Context: an optimization exercise on an open-source flow, tuned for small area, a short achievable clock period and few clock cycles. The choices shown serve that exercise and are no tape-out recipe.
In this exercise RTL edits were held to simulation tests only and were not proved equivalent to the original.

$ cat design.v
`default_nettype none
module MAC #(
    parameter DATA_WIDTH  = 16,
    parameter ACCUM_WIDTH = 2*DATA_WIDTH + 1,
    parameter GUARD_BITS  = 2
) (
    input  wire                         rst_n,
    input  wire                         clk,
    input  wire                         clr,
    input  wire                         run,
    input  wire signed [DATA_WIDTH-1:0] in1,
    input  wire signed [DATA_WIDTH-1:0] in2,
    output logic signed [ACCUM_WIDTH-1:0] total,
    output wire                           err
);
    wire  signed [2*DATA_WIDTH-1:0] next_product;
    logic signed  [ACCUM_WIDTH-1:0] SExt_product;
    wire  signed  [ACCUM_WIDTH-1:0]   next_total;
    always_ff @(posedge clk, negedge rst_n) begin
        if(~rst_n) 
            SExt_product <= '0;
        else if (clr)
            SExt_product <= '0;
        else if(run)
            SExt_product <=  next_product;
    end
    assign next_product = in1 * in2;
    always_ff @(posedge clk, negedge rst_n) begin
        if (~rst_n)
            total <= '0;
        else if (clr)
            total <= '0;
        else if (run)
            total <= next_total;
    end
    assign next_total = total + SExt_product;
    logic signed [GUARD_BITS-1:0] guard;
    wire  signed [GUARD_BITS+ACCUM_WIDTH-1:0] ext_total = {guard, total};
    wire  signed [GUARD_BITS+ACCUM_WIDTH-1:0] ext_next  = ext_total + SExt_product;
    always_ff @(posedge clk, negedge rst_n) begin
        if (~rst_n)
            guard <= '0;
        else if (clr)
            guard <= '0;
        else if (run)
            guard <= ext_next[GUARD_BITS+ACCUM_WIDTH-1:ACCUM_WIDTH];
    end
    assign err = (guard != {GUARD_BITS{total[ACCUM_WIDTH-1]}});
endmodule
`default_nettype none
module PE #(
    parameter int P           = 8,
    parameter int DATA_WIDTH  = 16,
    parameter int ACCUM_WIDTH = 2*DATA_WIDTH + 1,
    localparam int unsigned P_BIT_WIDTH = (P > 1) ? $clog2(P) : 1
) (
    input  wire                        clk,
    input  wire                        rst_n,
    input  wire                        load_row,   
    input  wire                        start,      
    input  wire        [P*DATA_WIDTH-1:0] row,         
    input  wire signed [DATA_WIDTH-1:0] col_entry,     
    output logic                       ready,       
    output logic         [P_BIT_WIDTH-1:0] p,         
    output wire                        err,
    output wire signed [ACCUM_WIDTH-1:0] total
);
    logic signed [DATA_WIDTH-1:0] row_buffer [0:P-1];
    logic             init;      
    typedef enum logic [1:0] {
        IDLE,
        COMPUTE,
        SYNC
    } pe_state;
    pe_state curr_state, next_state;
    logic set_ready;
    logic busy;    
    assign init = start & ~busy; 
    always_ff @(posedge clk, negedge rst_n) begin
        if(~rst_n)
            ready <= '1;
        else if (init) 
            ready <= '0;
        else if (set_ready)
            ready <= '1;
    end
    always_ff @(posedge clk, negedge rst_n) begin
        if (~rst_n) begin
            for (int t = 0; t < P; t++) row_buffer[t] <= '0;
        end else if (load_row & ~busy) begin
            for (int t = 0; t < P; t++) row_buffer[t] <= row[t*DATA_WIDTH +: DATA_WIDTH];
        end
    end
    always_ff @(posedge clk, negedge rst_n) begin
        if (~rst_n)
            p <= '0;
        else if (init) 
            p <= '0;
        else if (busy && p != P-1) 
            p <= p + 1'b1;           
    end
    always_ff @(posedge clk, negedge rst_n) begin
        if (~rst_n)
            curr_state <= IDLE;
        else
            curr_state <= next_state;
    end
    always_comb begin
        next_state = curr_state;
        busy  = 1'b0;
        set_ready  = 1'b0;
        case (curr_state)
            IDLE: begin
                if (init) begin
                    set_ready  = 1'b0;
                    next_state = COMPUTE;
                end
            end
            COMPUTE: begin
                busy = 1'b1;                  
                if (p == P-1) begin
                    next_state = SYNC;       
                end
            end
            SYNC: begin
                set_ready  = 1'b1;            
                next_state = IDLE;
            end
            default: next_state = IDLE;
        endcase
    end
    wire run = busy | (curr_state == SYNC);  
    MAC #(
        .DATA_WIDTH  (DATA_WIDTH),
        .ACCUM_WIDTH (ACCUM_WIDTH)
    ) MAC (
        .rst_n (rst_n),
        .clk   (clk),
        .clr   (init),           
        .run   (run),       
        .in1   (row_buffer[p]),   
        .in2   (col_entry),       
        .total (total),
        .err   (err)
    );
endmodule
`default_nettype wire
`default_nettype none
module ring_buffer #(
    parameter int DATA_WIDTH = 8,
    parameter int FIFO_SIZE  = 20
) (
    input  wire clk,
    input  wire rst_n,
    input  wire [DATA_WIDTH-1:0] entry,
    input  wire insert, pop,  
    output logic [DATA_WIDTH-1:0] head,
    output logic full, empty
);
    localparam int FIFO_IDX_WIDTH = (FIFO_SIZE > 1) ? $clog2(FIFO_SIZE)   : 1;   
    localparam int FIFO_CNT_WIDTH = (FIFO_SIZE > 0) ? $clog2(FIFO_SIZE+1) : 1;   
    logic [FIFO_IDX_WIDTH-1:0] head_index;
    wire  [FIFO_IDX_WIDTH-1:0] nxt_head_idx;
    logic [FIFO_CNT_WIDTH-1:0] current_entries;
    wire                       inc, dec;
    logic [DATA_WIDTH-1:0]     fifo [0:FIFO_SIZE-1];
    wire  [FIFO_IDX_WIDTH-1:0] write_idx;
    wire  [FIFO_IDX_WIDTH:0]   sum;  
    wire                       write_en;
    assign full  = (current_entries == FIFO_SIZE[FIFO_CNT_WIDTH-1:0]);
    assign empty = (current_entries == '0);
    assign head  = fifo[head_index];
    always_ff @(posedge clk or negedge rst_n) begin  
        if (~rst_n) 
            head_index <= '0;
        else if (pop & ~empty) 
            head_index <= nxt_head_idx;
    end
    assign nxt_head_idx = (head_index != FIFO_SIZE - 1'b1) ? head_index + 1'b1 : '0;
    always_ff @(posedge clk or negedge rst_n) begin
        if (~rst_n)
            current_entries <= '0;
        else 
            current_entries <= current_entries + inc - dec;
    end
    assign inc =  insert & ~(pop & ~empty) & ~full;
    assign dec = ~insert &  pop & ~empty;
    integer i;
    always_ff @(posedge clk or negedge rst_n) begin
        if (~rst_n)
            for (i = 0; i < FIFO_SIZE; i++) fifo[i] <= '0;
        else if (write_en)
            fifo[write_idx] <= entry;
    end
    assign write_en = insert & (~full | pop);
    assign sum = head_index + current_entries[FIFO_IDX_WIDTH-1:0];
    assign write_idx = (sum >= FIFO_SIZE) ? sum - FIFO_SIZE : sum[FIFO_IDX_WIDTH-1:0];
endmodule
`default_nettype wire
`default_nettype none
module control_unit #(
    parameter int unsigned N = 2,
    parameter int unsigned M = 2,
    localparam int unsigned N_BIT_WIDTH = (N > 1) ? $clog2(N) : 1,
    localparam int unsigned M_BIT_WIDTH = (M > 1) ? $clog2(M) : 1
) (
    input  wire                        clk,
    input  wire                        rst_n,
    input  wire                        start,         
    input  wire                        fetch_stall,
    input  wire                        fifo_full,
    input  wire                        PE_ready,
    input  wire                        data_stall,  
    output logic                       start_PE,     
    output logic                       done,         
    output logic                       load_row,     
    output logic                       fetch_row,    
    output logic                       fetch_col,    
    output logic [N_BIT_WIDTH-1:0]     n,            
    output logic [M_BIT_WIDTH-1:0]     m             
);
    typedef enum logic [2:0] {
        IDLE,         
        FETCH_ROW,    
        PREP_ROW,     
        FETCH_COL,    
        ISSUE_PE,     
        ADVANCE,      
        DONE          
    } state_t;
    state_t curr_state, next_state;
    logic [N_BIT_WIDTH-1:0] n_nxt;
    logic [M_BIT_WIDTH-1:0] m_nxt;
    logic set_done;
    logic last_row, last_col, can_issue, can_fetch;
    assign last_row = (n == N-1);
    assign last_col = (m == M-1);
    assign can_fetch = (PE_ready & ~fetch_stall);
    assign can_issue = (PE_ready & ~fifo_full & ~data_stall);
    always_ff @(posedge clk, negedge rst_n) begin
        if (~rst_n)
            done <= 1'b0;
        else if (start)
            done <= 1'b0;
        else if (set_done)
            done <= 1'b1;
    end
    always_ff @(posedge clk, negedge rst_n) begin
        if (~rst_n) begin
           curr_state   <= IDLE;
            n       <= '0;
            m       <= '0;
        end else begin
           curr_state <= next_state;
            n     <= n_nxt;
            m     <= m_nxt;
        end
    end
    always_comb begin
        next_state = curr_state;
        n_nxt      = n;
        m_nxt      = m;
        start_PE   = 1'b0;
        load_row   = 1'b0;
        fetch_row  = 1'b0;
        fetch_col  = 1'b0;
        set_done   = 1'b0;
        case (curr_state)
            IDLE: begin
                if (start) begin
                    n_nxt   = '0;
                    m_nxt   = '0;
                    next_state = FETCH_ROW;
                end
            end
            FETCH_ROW: begin
                if (can_fetch) begin
                    fetch_row = 1'b1;
                    next_state = PREP_ROW;
                end
            end
            PREP_ROW: begin
                if (~data_stall) begin
                    load_row  = 1'b1;
                    next_state = FETCH_COL;
                end
            end
            FETCH_COL: begin
                if (can_fetch) begin
                    fetch_col = 1'b1;
                    next_state = ISSUE_PE;
                end
            end
            ISSUE_PE: begin
                if (can_issue) begin
                    start_PE = 1'b1;
                    next_state  = ADVANCE;
                end
            end
            ADVANCE: begin
                if(last_row & last_col) begin
                    next_state = DONE;
                end else if (last_col) begin
                    m_nxt      = '0;
                    n_nxt      = n + 1'b1;
                    next_state = FETCH_ROW;
                end else begin 
                    m_nxt      = m + 1'b1;
                    next_state = FETCH_COL;
                end
            end
            DONE: begin
                if (PE_ready) begin
                    set_done = 1'b1;
                    next_state = IDLE;
                end
            end
            default: next_state = IDLE;
        endcase
    end
endmodule
`default_nettype none
module matrix_multiplier #(
    parameter N           = 8,
    parameter P           = 9,
    parameter M           = 10,
    parameter int unsigned N_BIT_WIDTH = (N > 1) ? $clog2(N) : 1,
    localparam int unsigned P_BIT_WIDTH = (P > 1) ? $clog2(P) : 1,
    localparam int unsigned M_BIT_WIDTH = (M > 1) ? $clog2(M) : 1,
    parameter DATA_WIDTH  = 16,
    parameter ACCUM_WIDTH = 2*DATA_WIDTH + 1,
    parameter FIFO_SIZE   = 20
) (
    input wire clk,
    input wire rst_n,
    input wire fetch_stall,
    input wire data_stall,
    input wire pop_fifo,
    input wire start,
    input wire [P*DATA_WIDTH-1:0] mem_line,
    output wire [N_BIT_WIDTH-1:0]     n,            
    output wire [M_BIT_WIDTH-1:0]     m,             
    output wire fetch_row,
    output wire fetch_col,
    output wire [ACCUM_WIDTH-1:0] fifo_head,
    output wire fifo_empty,
    output wire fifo_full,
    output wire done,
    output wire err
);
    wire start_PE;
    wire load_row;
    wire insert;
    wire [P_BIT_WIDTH-1:0] p;
    wire PE_err;
    logic [1:0] PE_ready;
    wire [ACCUM_WIDTH-1:0] PE_total;
    wire [DATA_WIDTH-1:0] col_entry;
    control_unit #(
        .N              (N),
        .M              (M)
    ) controller (
        .clk            (clk),
        .rst_n          (rst_n),
        .start          (start),    
        .fetch_stall    (fetch_stall),
        .fifo_full      (fifo_full),
        .PE_ready       (PE_ready[1]),
        .data_stall     (data_stall),
        .start_PE       (start_PE),  
        .done           (done),  
        .load_row       (load_row),  
        .fetch_row      (fetch_row),  
        .fetch_col      (fetch_col),  
        .n              (n),  
        .m              (m)  
    );
    PE #(
        .P              (P),
        .DATA_WIDTH     (DATA_WIDTH),
        .ACCUM_WIDTH    (ACCUM_WIDTH)
    ) PE (
        .clk            (clk),
        .rst_n          (rst_n),
        .load_row       (load_row),  
        .start          (start_PE),  
        .row            (mem_line),
        .col_entry      (col_entry),
        .ready          (PE_ready[0]),
        .err            (PE_err),
        .p              (p),
        .total          (PE_total)
    );
    assign col_entry = mem_line[p*DATA_WIDTH +: DATA_WIDTH];
    ring_buffer #(
        .DATA_WIDTH    (ACCUM_WIDTH),
        .FIFO_SIZE     (FIFO_SIZE)
    ) ring_buffer (
        .clk           (clk),
        .rst_n         (rst_n),
        .entry         (PE_total),
        .insert        (insert),
        .pop           (pop_fifo),
        .head          (fifo_head),
        .full          (fifo_full),
        .empty         (fifo_empty)
    );
    assign insert = PE_ready[0] & ~PE_ready[1];
    always_ff @(posedge clk, negedge rst_n)
        if (~rst_n)
            PE_ready[1] <= '1;
        else 
            PE_ready[1] <= PE_ready[0];
    logic err_run;
    always_ff @(posedge clk, negedge rst_n)
        if (~rst_n)
            err_run <= 1'b0;
        else if (start)
            err_run <= 1'b0;
        else if (insert & PE_err)
            err_run <= 1'b1;
    assign err = err_run;
endmodule
`default_nettype wire
$ cat run.sh
#!/bin/bash
# synth_recipe.tcl (not shown) runs the flow's synth.tcl, then flattens the netlist and writes it again
# the make line also repeats each setting of config.mk as NAME=value (left out here)
make -C /OpenROAD-flow-scripts/flow DESIGN_CONFIG=/design/flow/config.mk WORK_HOME=/design/flow/orfs CLKGATE_MAP_FILE= SYNTH_SCRIPT=/design/flow/synth_recipe.tcl finish
$ cat config.mk
export PLATFORM = sky130hd
export DESIGN_NAME = matrix_multiplier
export DESIGN_NICKNAME = matrix_multiplier
export VERILOG_FILES = /design/flow/design.v
export SDC_FILE = /design/flow/constraint.sdc
export NUM_CORES = 4
export LEC_CHECK = 0
export CAP_MARGIN = 20
export CORE_MARGIN = 2
export CORE_UTILIZATION = 40
export SLEW_MARGIN = 20
$ cat constraint.sdc
create_clock -name core_clock -period 9.0 [get_ports {clk}]
set_input_delay 1.8000 -clock core_clock [delete_from_list [all_inputs] [get_ports {clk}]]
set_output_delay 1.8000 -clock core_clock [all_outputs]
set_load 0.01 [all_outputs]
==> metrics.md <==
| Metric | Value |
|---|---|
| Avg WL per Cell | 23.86 um |
| Slew headroom | 20.20% |
| Root buffer cell | clkbuf_16 |
| Post-DP Area | 0.05653 mm2 |
| Row cnt | 131 |
| CTS tree | yes |
| Post-synth cell types | 72 |
| Die width | 363.7 um |
| Final setup viols | 0 |
| Status | no timing/DRC/antenna violations |
| Yosys reg bits | 901 |
| Share of cells above drive strength 1 | 27.81% |
| Hold WS | 0.3844 ns |
| CP arrival | 9.27 ns |
| EDFF count, synth | 0 |
| Most common cell in the netlist | dfrtp_1 |
| Startpoint Class | primary input |
| Share of the synthesized area in the top cell type | 43.48% |
| Clk_skew | 0.09026 ns |
| Area Growth Syn to Fin | 15.61% |
| Grt total ovfl | 0 |
| Clock Latency Late Sink | 0.72 ns |
| Final WL | 150200 um |
| Die H | 363.7 um |
| GRT Total Usage | 23.13% |
| Hold Crit Class | reg -> reg |
| Clk sink count | 901 |
| Top cells by area in the synthesized netlist | dfrtp_1 43%, mux2_2 17%, fa_1 10% |
| DRC | 0 |
| Period utilisation layout | 96.47% |
| Remaining antenna violation count | 0 |
| Register area share after synthesis | 43.58% |
| Max Cap Viol | 0 |
| Crit. End Element | flop |
| IO Pins | 196 |
| Vias in the first global route | 37.46k |
| Fmax | 0.1152 GHz |
| CORE AREA | 0.1280 mm2 |
| Critical path class | in -> reg |
| Synth cell count leaders | 899 x dfrtp_1, 792 x mux2_2, 327 x inv_1 |
| Min Tclk post-route | 8.682 ns |
| Ys flop type | dfrtp_1 |
| Post-DP HPWL | 94410 um |
| Starting Density | 40.42% |
| Post-CTS setup buffer count | 0 |
| Drt pass-1 iters | 5 |
| Crit path required time | 9.59 ns |
| DR vias | 35.59k |
| Synth area leader | dfrtp_1 |
| Max incr delay on CP | 0.54 ns |
| GP Congestion | 0.8497 |
| Asr flop ratio synth | 100.0% |
| Post-Layout Inst Area | 0.05982 mm2 |
| Post-Synthesis Net Count | 4840 |
| Max FO, Critical Path | 9 |
| Initial detailed-routing violation count | 3207 |
| Dpl ws | -0.4697 ns |
| Synth Area per Inst | 12.09 um2 |
| Worst setup margin | 0.3176 ns |
| Die area | 0.1322 mm2 |
| Largest net degree at the start of global routing | 158 |
| Cells after synthesis | 4279 |
| Max-slew violation count | 0 |
| Final net count | 5045 |
| Initial antenna violation count | 8 |
| CP dominant cell by count | fa_1 |
| First-pass GRT wire length | 232000 um |
| Slowest cell on crit path | fa_1 |
| H-tree levels | 3 |
| YS warnings | 8 |
| Worst Max-Slew Pin Slew | 1.197 ns |
| Synthesized area | 0.05174 mm2 |
| Maximum buffer depth of the clock tree | 3 |
| Clock-pin slew on the worst setup and hold paths | 0.06 ns |
| Setup TNS Final | 0 ns |
| Endpoints failing hold | 0 |
| Cts bufs inserted | 99 |
| Via density per instance | 5.655 |
| Port Buffers | 195 |
-- worst max-delay path, delay by kind of cell --
kind                     cells  cell delay (ns)
multiplexers                 2             0.73
buffers and inverters        7             1.04
AND/OR/NAND/NOR              5             1.11
AO/OA/AOI/OAI                6             1.28
adder cells (fa/ha/maj)      7             3.30
-- final cells by class --
class,count,area [um2]
multi-input cells,2754,27020
clock inverters,23,299.0
well taps,1729,2163
repair buffers,401,3627
inverters,327,1227
flip-flops and latches,901,22550
diodes,5,12.51
fillers,11620,68200
clock buffers,154,2914
-- state kept, by name (all words and copies together) (netlist names) --
signal / cells
err_run: 1
controller.m: 4
PE.ready: 1
PE_ready: 1
controller.done: 1
PE.MAC.total: 33
controller.n: 3
PE.row_buffer: 144
PE.curr_state: 2
PE.p: 4
ring_buffer.current_entries: 5
ring_buffer.fifo: 660
PE.MAC.SExt_product: 32
PE.MAC.guard: 2
controller.curr_state: 3
ring_buffer.head_index: 5
-- metrics by stage --
stage,std cells,utilization (%)
2_1_floorplan,4279,-
3_3_place_gp,6111,44.16
3_5_place_dp,6111,44.16
4_1_cts,6288,46.67
5_1_grt,6294,46.73
6_report,6294,46.73
-- cells in the final DEF, fill, tap and decap left out, types with 71 or more instances in the layout --
cell type,n
a21oi_1,71
a221oi_1,102
a22o_1,102
a22oi_1,124
buf_4,196
clkbuf_16,99
clkdlybuf4s50_1,194
dfrtp_1,898
fa_1,265
ha_1,143
inv_1,327
mux2_2,792
nand2_1,135
nor2_1,250
-- per-layer routing --
| layer | global-route usage, % | part of all wire (%) | vias to the layer above | routed length (um) |
|---|---|---|---|---|
| met4 | 7.314 | 2.9 | 0 | 4387 |
| li1 | - | - | 15611 | - |
| met3 | 4.246 | 6.6 | 236 | 9981 |
| met1 | 31.95 | 44 | 18668 | 66220 |
| met2 | 36.92 | 46 | 1076 | 69590 |
| met5 | 0 | 0 | - | 0 |
-- cell families (layout without fill, tap and decap cells) --
| kind of cell | count (synthesis) | after routing | share of synthesized area [%] |
|---|---|---|---|
| muxes | 906 | 906 | 20.23 |
| DFF | 901 | 901 | 43.58 |
| and+or+nand+nor | 695 | 695 | 6.503 |
| AOI/OAI and AO/OA | 668 | 668 | 9.847 |
| buffers and inverters | 624 | 905 | 4.788 |
| adders and majority gates | 411 | 411 | 13.80 |
| xor gates and xnor gates | 74 | 74 | 1.253 |
| other | 0 | 5 | 0 |
-- what timing repair did --
item | 4_1_cts | 5_1_grt
hold buffers | 0 | 0
setup endpoints to repair | 0 | 4
resized for setup | 0 | 9
-- final timing paths --
path / startpoint / endpoint / slack (ns) / cells after the start
min in group asynchronous: rst_n / PE.row_buffer[5][13] / 1.11 / 1
hold reg to reg: PE.ready / PE_ready[1] / 0.38 / 0
setup / recovery: mem_line[98] / PE.MAC.SExt_product[31] / 0.32 / 27
max in group asynchronous: rst_n / ring_buffer.fifo[4][17] / 6.13 / 2
setup reg to reg: PE.p[0] / PE.MAC.SExt_product[31] / 0.46 / 28
hold / removal: PE.ready / PE_ready[1] / 0.38 / 0
Testbench counts, summed over its fixed seeds: cycles 27,520.

-- port drivers added, routing unchanged --
How much do the figures lean on ideal ports? The routed layout below was timed once more, with nothing changed but the port constraints. Step 1, drivers: a clkbuf_16 drives clk and a buf_2 each remaining input, both assumed. Step 2 moves the port delays by t, midway between the first and last clock arrival at a register: inputs arrive t later, outputs are due t later. That takes back most of the time a late clock gives input paths. Three values: ideal ports, drivers, drivers and shift; two values: the first two.
shift t [ns]: 0.756
slack for setup (ns): 0.318 / 0.370 / -0.387
worst setup path at the end: input to register
worst register clock-pin slew, ns: 0.06 / 0.06
pins driven straight from the clock port: 1
With both steps, setup timing fails in this run, where it was met with ideal ports. For this run, drivers alone change the setup slack by +0.052 ns; drivers and shift together by -0.705 ns.
